This design comes from an exercise in tuning for small area on the open sky130 flow, not from production work. Function was checked by simulation only, so behaviour that the tests miss may differ from the original. In this run the design's own scripts or RTL, not TritonCTS, make the clock network. The clock port is modelled as an ideal driver, which makes a skipped or thinned clock tree look cheaper than it is; a real chip needs a root buffer or a tree. Power and IR drop assume default switching activity.

File: flow/abc_multi.tcl
# ABC with several random seeds of &deepsyn; keeps the smallest netlist.
# Sourced by synth_area.tcl (written by run.sh) in place of ORFS's single abc
# call; uses its
# abc_args and lib_args.
design -save my_pre_abc
set best_area 1e18
set best_seed -1
foreach seed {0 1 2 3 4 5 6 7} {
  design -load my_pre_abc
  set f [open "$::env(OBJECTS_DIR)/abc_area_$seed.script" w]
  puts $f "strash\n&get -n\n&deepsyn -T 60 -S $seed\n&dch -f\n&nf -a -p -R 1000\n&put"
  close $f
  log_cmd abc -script $::env(OBJECTS_DIR)/abc_area_$seed.script {*}[lrange $abc_args 2 end]
  opt_clean
  set st [tee -q -s result.string stat {*}$lib_args]
  if { ![regexp {Chip area for module[^:]*: ([0-9.]+)} $st -> area] } { error "no area from stat" }
  puts "abc seed $seed: area $area"
  if { $area < $best_area } {
    set best_area $area
    set best_seed $seed
    design -save my_best_abc
  }
}
design -load my_best_abc
puts "abc: kept seed $best_seed, area $best_area"
File: design.v
`timescale 1ns / 1ps
module Passthrough(
	input wire CLK,
	input wire rst,  
	output wire TX,
	output wire C4,
	output wire C5,
	input wire C6,
	output wire C8,
	output wire LED1,
	output wire C15
);
localparam [1:0] P_WAIT = 2'd0, P_WAITF = 2'd1, P_SEND = 2'd2, P_RESP = 2'd3;
reg [1:0] ph;
reg [16:0] cnt;
reg [6:0] cc;      
reg [6:0] mc;      
reg u;             
reg [12:0] mrn;    
wire [8:0] tmr = cnt[8:0];
wire [3:0] bi = cnt[12:9];
wire [3:0] by = cnt[16:13];
wire [16:0] inc = cnt + 17'd1;
wire tovf = &tmr;
wire is_send = (ph == P_SEND);
wire is_gap = bi[3] & ~bi[1] & bi[0];    
wire is_stop = bi[3] & ~bi[0];           
wire [6:0] oldmax = u ? 7'd126 : mc;
wire cc_last = &cc[6:1];               
wire gt = cnt[12:0] > ~mrn;
reg [6:0] pre;
always @(*) begin
	case (by[2:0])
		3'd0: pre = 7'h48;  
		3'd1: pre = 7'h34;  
		3'd2: pre = 7'h72;  
		3'd3: pre = 7'h64;  
		3'd4: pre = 7'h63;  
		3'd5: pre = 7'h30;  
		3'd6: pre = 7'h72;  
		default: pre = 7'h33;  
	endcase
end
wire [7:0] bs_data = {1'b0, by[3] ? cc : pre};
wire [7:0] usb_data = {1'b0, mc};
wire bs_frame = (bi[3] & bi[1]) ? 1'b0 : (bi[3] ? 1'b1 : bs_data[bi[2:0]]);
wire [3:0] nbi = (is_gap & tovf) ? 4'd15 : inc[12:9];
wire [3:0] nby = inc[16:13];
wire usb_low = (~cc[6] & ~|cc[4:0]) & (((nbi == 4'd15) & (nby == 4'd15)) |
                                (~nbi[3] & (nby == 4'd0) & ~usb_data[nbi[2:0]]));
assign TX = ~(is_send & usb_low);
assign C4 = ~is_send | bs_frame;
assign C15 = ~is_send | is_gap;
assign C5 = (ph == P_RESP);
assign C8 = (ph != P_WAITF);
assign LED1 = u | mc[6] | mc[5];
always @(posedge CLK) begin
	if (rst) begin
		ph <= P_WAIT;
		cnt <= 17'd21071;
		cc <= 7'd32;
		mc <= 7'd0;
		u <= 1'b0;
		mrn <= 13'h1fff;
	end else begin
		cnt <= inc;
		case (ph)
			P_WAIT: begin
				if (&cnt) begin
					ph <= P_SEND;
					cnt <= {4'd15, 4'd9, 9'd509};
					cc <= cc_last ? 7'd32 : cc + 7'd1;
					if (cc_last)
						mrn <= 13'h1fff;
				end
			end
			P_WAITF: begin
				ph <= P_WAIT;
			end
			P_SEND: begin
				if (is_gap & (by == 4'd15) & ~tmr[1] & ~tmr[0]) begin
					ph <= P_RESP;
					cnt <= 17'd0;
				end else if (tovf) begin
					cnt[8:0] <= is_stop ? 9'd508 : 9'd233;
					if (is_gap)
						cnt[12:9] <= 4'd15;
				end
			end
			P_RESP: begin
				if (~C6) begin
					ph <= P_WAITF;
					cnt <= {4'd0, oldmax, 6'd0};
					if (gt)
						mrn <= ~cnt[12:0];
					mc <= (gt & ~cc_last) ? cc : oldmax;
					u <= gt & cc_last;
				end
			end
		endcase
	end
end
endmodule
File: standard.sh
#!/bin/bash
# synth_recipe.tcl (not shown) runs the flow's synth.tcl, then flattens the netlist and writes it again
# the make line also repeats each setting of config.mk as NAME=value (left out here)
make -C /OpenROAD-flow-scripts/flow DESIGN_CONFIG=/design/flow/config.mk WORK_HOME=/design/flow/orfs CLKGATE_MAP_FILE= SYNTH_SCRIPT=/design/flow/synth_recipe.tcl "${@:-finish}"
File: constraint.sdc
create_clock -name core_clock -period 10.0 [get_ports {CLK}]
set_input_delay 2.0000 -clock core_clock [delete_from_list [all_inputs] [get_ports {CLK}]]
set_output_delay 2.0000 -clock core_clock [all_outputs]
set_load 0.01 [all_outputs]
File: config.mk
export PLATFORM = sky130hd
export DESIGN_NAME = Passthrough
export DESIGN_NICKNAME = Passthrough
export VERILOG_FILES = /design/flow/design.v
export SDC_FILE = /design/flow/constraint.sdc
export NUM_CORES = 4
export LEC_CHECK = 0
export CAP_MARGIN = 0
export CORE_MARGIN = 2
export CORE_UTILIZATION = 70
export GPL_TIMING_DRIVEN = 0
export PLACE_DENSITY = 0.8
export SLEW_MARGIN = 0
File: flow/cts_single.tcl
rename clock_tree_synthesis _tritoncts_unused
proc clock_tree_synthesis {args} {
  set cell sky130_fd_sc_hd__clkbuf_8
  if { [info exists ::env(CLKBUF_CELL)] } { set cell $::env(CLKBUF_CELL) }
  set k 3
  if { [info exists ::env(CLKBUF_N)] } { set k $::env(CLKBUF_N) }
  set block [ord::get_db_block]
  set clk [$block findNet CLK]
  set src $clk
  set master [[ord::get_db] findMaster $cell]
  set sinks {}
  foreach it [$clk getITerms] {
    set bb [[$it getInst] getBBox]
    lappend sinks [list $it [expr {([$bb xMin] + [$bb xMax]) / 2.0}] [expr {([$bb yMin] + [$bb yMax]) / 2.0}]]
  }
  # k-means on the clock pins' positions, started from bands along x
  set sinks [lsort -real -index 1 $sinks]
  set n [llength $sinks]
  set cx {}
  set cy {}
  for {set c 0} {$c < $k} {incr c} {
    set s [lindex $sinks [expr {int(($c + 0.5) * $n / $k)}]]
    lappend cx [lindex $s 1]
    lappend cy [lindex $s 2]
  }
  for {set iter 0} {$iter < 30} {incr iter} {
    # greedy assignment by distance, at most ceil(n/k) pins per buffer
    set cap [expr {($n + $k - 1) / $k}]
    set pairs {}
    set i 0
    foreach s $sinks {
      for {set c 0} {$c < $k} {incr c} {
        lappend pairs [list $i $c [expr {abs([lindex $s 1] - [lindex $cx $c]) + abs([lindex $s 2] - [lindex $cy $c])}]]
      }
      incr i
    }
    set pairs [lsort -real -index 2 $pairs]
    set assign [lrepeat $n -1]
    set used [lrepeat $k 0]
    foreach p $pairs {
      lassign $p i c d
      if {[lindex $assign $i] < 0 && [lindex $used $c] < $cap} {
        lset assign $i $c
        lset used $c [expr {[lindex $used $c] + 1}]
      }
    }
    set nx {}
    set ny {}
    for {set c 0} {$c < $k} {incr c} {
      set sx 0.0; set sy 0.0; set m 0
      foreach s $sinks a $assign {
        if {$a == $c} { set sx [expr {$sx + [lindex $s 1]}]; set sy [expr {$sy + [lindex $s 2]}]; incr m }
      }
      if {$m > 0} { lappend nx [expr {$sx / $m}]; lappend ny [expr {$sy / $m}] } else { lappend nx [lindex $cx $c]; lappend ny [lindex $cy $c] }
    }
    set cx $nx
    set cy $ny
  }
  # with inverting leaf cells, one inverter between the port and the leaves
  # keeps the clock's polarity
  if { [info exists ::env(CLKROOT_CELL)] } {
    set root [odb::dbInst_create $block [[ord::get_db] findMaster $::env(CLKROOT_CELL)] clkbuf_root_CLK]
    set src [odb::dbNet_create $block clknet_root_CLK]
    $src setSigType CLOCK
    [$root findITerm A] connect $clk
    [$root findITerm Y] connect $src
    set rx 0.0; set ry 0.0
    for {set c 0} {$c < $k} {incr c} { set rx [expr {$rx + [lindex $cx $c]}]; set ry [expr {$ry + [lindex $cy $c]}] }
    $root setLocation [expr {int($rx / $k)}] [expr {int($ry / $k)}]
    $root setPlacementStatus PLACED
    puts "clock root: $::env(CLKROOT_CELL)"
  }
  for {set c 0} {$c < $k} {incr c} {
    set buf [odb::dbInst_create $block $master clkbuf_leaf_${c}_CLK]
    set net [odb::dbNet_create $block clknet_leaf_${c}_CLK]
    $net setSigType CLOCK
    set m 0
    foreach s $sinks a $assign {
      if {$a == $c} {
        set it [lindex $s 0]
        $it disconnect
        $it connect $net
        incr m
      }
    }
    [$buf findITerm A] connect $src
    set out [$buf findITerm X]
    if { $out == "NULL" || $out == "" } { set out [$buf findITerm Y] }
    $out connect $net
    $buf setLocation [expr {int([lindex $cx $c])}] [expr {int([lindex $cy $c])}]
    $buf setPlacementStatus PLACED
    puts "clock buffer $c: $cell driving $m clock pins"
  }
  set_propagated_clock [all_clocks]
}
File: flow/run.sh
#!/bin/bash
# Own flow: the standard layout (standard.sh), with these changes for area:
# - synthesis maps the logic with area-oriented ABC runs (flow/abc_multi.tcl:
#   &deepsyn from several seeds, the smallest result kept) and without the
#   half/full adder cell step (ADDER_MAP_FILE empty); everything else in
#   synthesis (flip-flop mapping, flattening, renaming) is the standard
#   script's;
# - the port buffers are buf_1 cells;
# - clock tree synthesis builds a flat tree (flow/cts_single.tcl).
# Each tool's output is in orfs/logs/ and all of make's output in flow.log.
set -euo pipefail
here=$(pwd)
multi=$here/flow/abc_multi.tcl
# ORFS's synth.tcl with only the ABC call changed
sed "s#log_cmd abc {\*}\$abc_args#source $multi#" \
  "$FLOW_HOME/scripts/synth.tcl" > "$here/synth_area.tcl"
grep -q "source $multi" "$here/synth_area.tcl"
# The standard flow's synthesis script, sourcing the changed synth.tcl
sed "s#\$::env(SCRIPTS_DIR)/synth.tcl#$here/synth_area.tcl#" synth_recipe.tcl > "$here/synth_recipe_area.tcl"
grep -q "synth_area.tcl" "$here/synth_recipe_area.tcl"
bash standard.sh SYNTH_SCRIPT="$here/synth_recipe_area.tcl" ADDER_MAP_FILE= BUFFER_PORTS_ARGS="-inputs -outputs -buffer_cell sky130_fd_sc_hd__buf_1" PRE_CTS_TCL="$here/flow/cts_single.tcl" CLKROOT_CELL=sky130_fd_sc_hd__inv_2 CLKBUF_CELL=sky130_fd_sc_hd__inv_8 CLKBUF_N=3 finish > "$here/flow.log" 2>&1
==> results.cfg <==
[sta]
setup-violations-final = 0
fin_setup_tns_ns = 0
tightest_slew_ns = 1.09
rsz0062_at_grt = false
slew-limit-headroom_pct = 26.8
fin_skew_ns = 0.00872
hold_violations = 0
fmax_mhz = 196
timing.final.ws_setup_ns = 4.90
slew_viol_final = 0
period_needed_ns = 5.10
whs_ns = 0.497
min_period_over_period_pct = 51.0

[detailed_routing]
dr_total_vias = 2076
drt_wl_total_mm = 4.91
drtPass1Iterations = 5
first_iter_violations = 187
post_drt_via_cell_ratio = 6.51
avgRoutedWirePerCell_um = 15.4
ant_nets = 0
drcViolationCount = 0

[finish]
register_area_sq_um = 941
final_nets = 291
multiInputGateArea_sq_mm = 0.00120
layout_commonest_cell = nor2_1
layout-drive-gt1-share_pct = 1.75
mostFrequentLayoutCells = 58 x nor2_1, 47 x dfxtp_1, 31 x a21oi_1
post-route-util_pct = 75.8
diodes = 0
fin_area_sq_mm = 0.00226
syn2layout_area_growth_pct = 5.07
nFillCells = 243

[place]
place_ws_ns = 5.21
place.gp.congestion = 0.874
portBuffers = 8
dp.final_hpwl_mm = 3.52
dpl-instance-area_sq_mm = 0.00222

[power]
combPwrFrac_pct = 6.0
p_switching_w = 0.0000870
p_leak_nw = 0.833
ir_drop_uv = 116
internal_power_w = 0.000211
p_per_area_mw_per_mm2 = 132
power_frac_seq_pct = 67.3
swShare_pct = 29.2
pwr-share-clk_pct = 26.8

[die]
num_io_pins = 9
core-area_sq_mm = 0.00298
start_util_pct = 72.1
fp.dieH_um = 59.4
die_x_um = 59.4
fp-row-count = 20
die_area_sq_mm = 0.00353

[setup_path]
start_kind = flip-flop
cp_max_fo = 7
crit_family = simple AND/OR/NAND/NOR gates
cpMaxStageDelayCell = o21ai_0
critical_path_buf_inv_count = 1
cp.required_ns = 8.00
critPathArrivalTime_ns = 3.10
slowest_delay_ns = 0.47
crit_type = flip-flop to primary output
cp_cell_sequence = nand4_1, nor2b_1, nand3_1, nor2b_1, and2_0, nor2_1, o21ai_0, a21oi_1, a31oi_1, nor2_1, nor3_1, o21ai_0, buf_1
crit_path_end_kind = primary output

[logic_synthesis]
synth_seq_area_share_pct = 43.8
synth_warnings = 1
syn_avg_cell_area_sq_um = 7.84
synth_edf_count = 0
synth_seq_cells = 47
synthCells = 274
syn_nets = 277
async_reset_ff_share_pct = 0
synth_area_sq_mm = 0.00215
synth-main-ff-cell = dfxtp_1
ys_types = 36

[grt]
grt_max_degree = 17
grt_use_total_pct = 28.7
grt_pass1_vias = 1736
antenna_found_initial = 0
grt_pass1_wl_mm = 7.99
grt_overflow_total = 0

[min_path]
hold_path.class = flip-flop to flip-flop

[clocking]
cts.repair.resized = 0
postCtsSetupBuffers = 0
clk_pin_slew_ns = 0.08
cts-hold-fix-buffers = 0
worstSkewPairLatency_ns = 0.24

[job]
cap_violations = 0

[outcome]
status = timing/DRC/antenna clean
[synth_stat cells, drive strengths merged, types with 2 or more instances]
master	instances	area, sq um
nor4	2	12.5
and3	4	25.0
a31o	2	17.5
xnor2	3	26.3
o21ai	22	110
nand2	21	78.8
nor3	16	80.1
a31oi	4	25.0
xor2	3	26.3
or2	3	18.8
o22ai	4	25.0
o21a	2	15.0
a21oi	31	155
o211ai	4	30.0
nor2b	6	37.5
a22oi	6	45.0
clkinv	2	7.51
mux2	2	22.5
nor2	58	218
dfxtp	47	941
nand3	11	55.1
a221oi	2	17.5
or3	4	25.0
nand2b	3	18.8
[stage by stage]
step                      std cells  power [W]
after CTS                       319   0.000298
after global placement          315   0.000221
after global routing            319   0.000307
after detailed placement        315   0.000222
final                           319   0.000298
after floorplan                 274   0.000216
[state kept, by name, summed over array words and instances, names as in the netlist]
name,count
cc,7
cnt,17
mc,7
mrn,13
ph,2
u,1
[path summary, 6_finish.rpt]
check        slack [ns]                   to  cells after the start                start
max reg2reg        5.81  mrn[2]$_SDFFE_PP1P_                     11    cnt[1]$_SDFF_PP1_
min                0.50  mrn[0]$_SDFFE_PP1P_                      2  mrn[0]$_SDFFE_PP1P_
max                4.90                   TX                     13    cnt[1]$_SDFF_PP1_
min reg2reg        0.50  mrn[0]$_SDFFE_PP1P_                      2  mrn[0]$_SDFFE_PP1P_
[layer usage]
layer	wire [um]	GRT usage, %	up-vias
li1	-	-	1025
met1	2350	44.0	972
met2	2180	44.3	72
met3	331	2.62	7
met4	51	5.52	0
met5	0	0	-
[power groups by stage]
| stage | logic, W | clock network (W) | registers, W |
|---|---|---|---|
| 6_report | 0.0000178 | 0.0000797 | 0.000200 |
| 5_1_grt | 0.0000195 | 0.0000858 | 0.000201 |
| 4_1_cts | 0.0000177 | 0.0000807 | 0.000200 |
| 3_5_place_dp | 0.0000176 | 0 | 0.000204 |
| 3_3_place_gp | 0.0000167 | 0 | 0.000204 |
| 2_1_floorplan | 0.0000132 | 0 | 0.000203 |
[final cells by class]
type / instances / area share [%]
multi-input combinational: 225 / 53.1
sequential: 47 / 41.7
inverter: 6 / 2.00
tap: 33 / 1.83
timing repair buffer: 8 / 1.33
[kinds of logic after synthesis]
group           count (synthesis)  synth area share (%)
simple gates                  133                  28.3
compound gates                 82                  22.6
flops                          47                  43.8
xor+xnor                        6                  2.45
mux                             4                  2.56
buf+inv                         2                 0.350
[worst reg2reg max path, cell delays in order (launching register included)]
cell,delay (ns)
dfxtp_1,0.44
nand4_1,0.21
nor2b_1,0.27
nand3_1,0.18
nor2b_1,0.21
and3_1,0.26
nand3_1,0.15
nor4_1,0.84
nor2_1,0.36
o21ai_1,0.95
nor2_1,0.09
a21oi_1,0.16

-- re-timing with driven ports --
The flow's constraints put no driver on any port. The routed layout listed below was extracted and timed again, unchanged, in two steps. Step 1 sets driving cells, clkbuf_16 on the clock port and buf_2 on the other inputs (assumed; they add their load-dependent delay and slew). Step 2 moves the port delays by t, midway between the first and last clock arrival at a register: inputs arrive t later, outputs are due t later. That takes back most of the time a late clock gives input paths. a / b / c = no drivers / after step 1 / after step 2; a / b = the first two.
t (ns): 0.263
slack for setup (ns): 4.896 / 4.867 / 5.129
worst setup path after step 2: register to output
worst register clock-pin slew, ns: 0.09 / 0.09
After both steps setup and hold are still met in this run. The setup slack of this run moves by -0.029 ns with the drivers and by +0.233 ns with both steps.
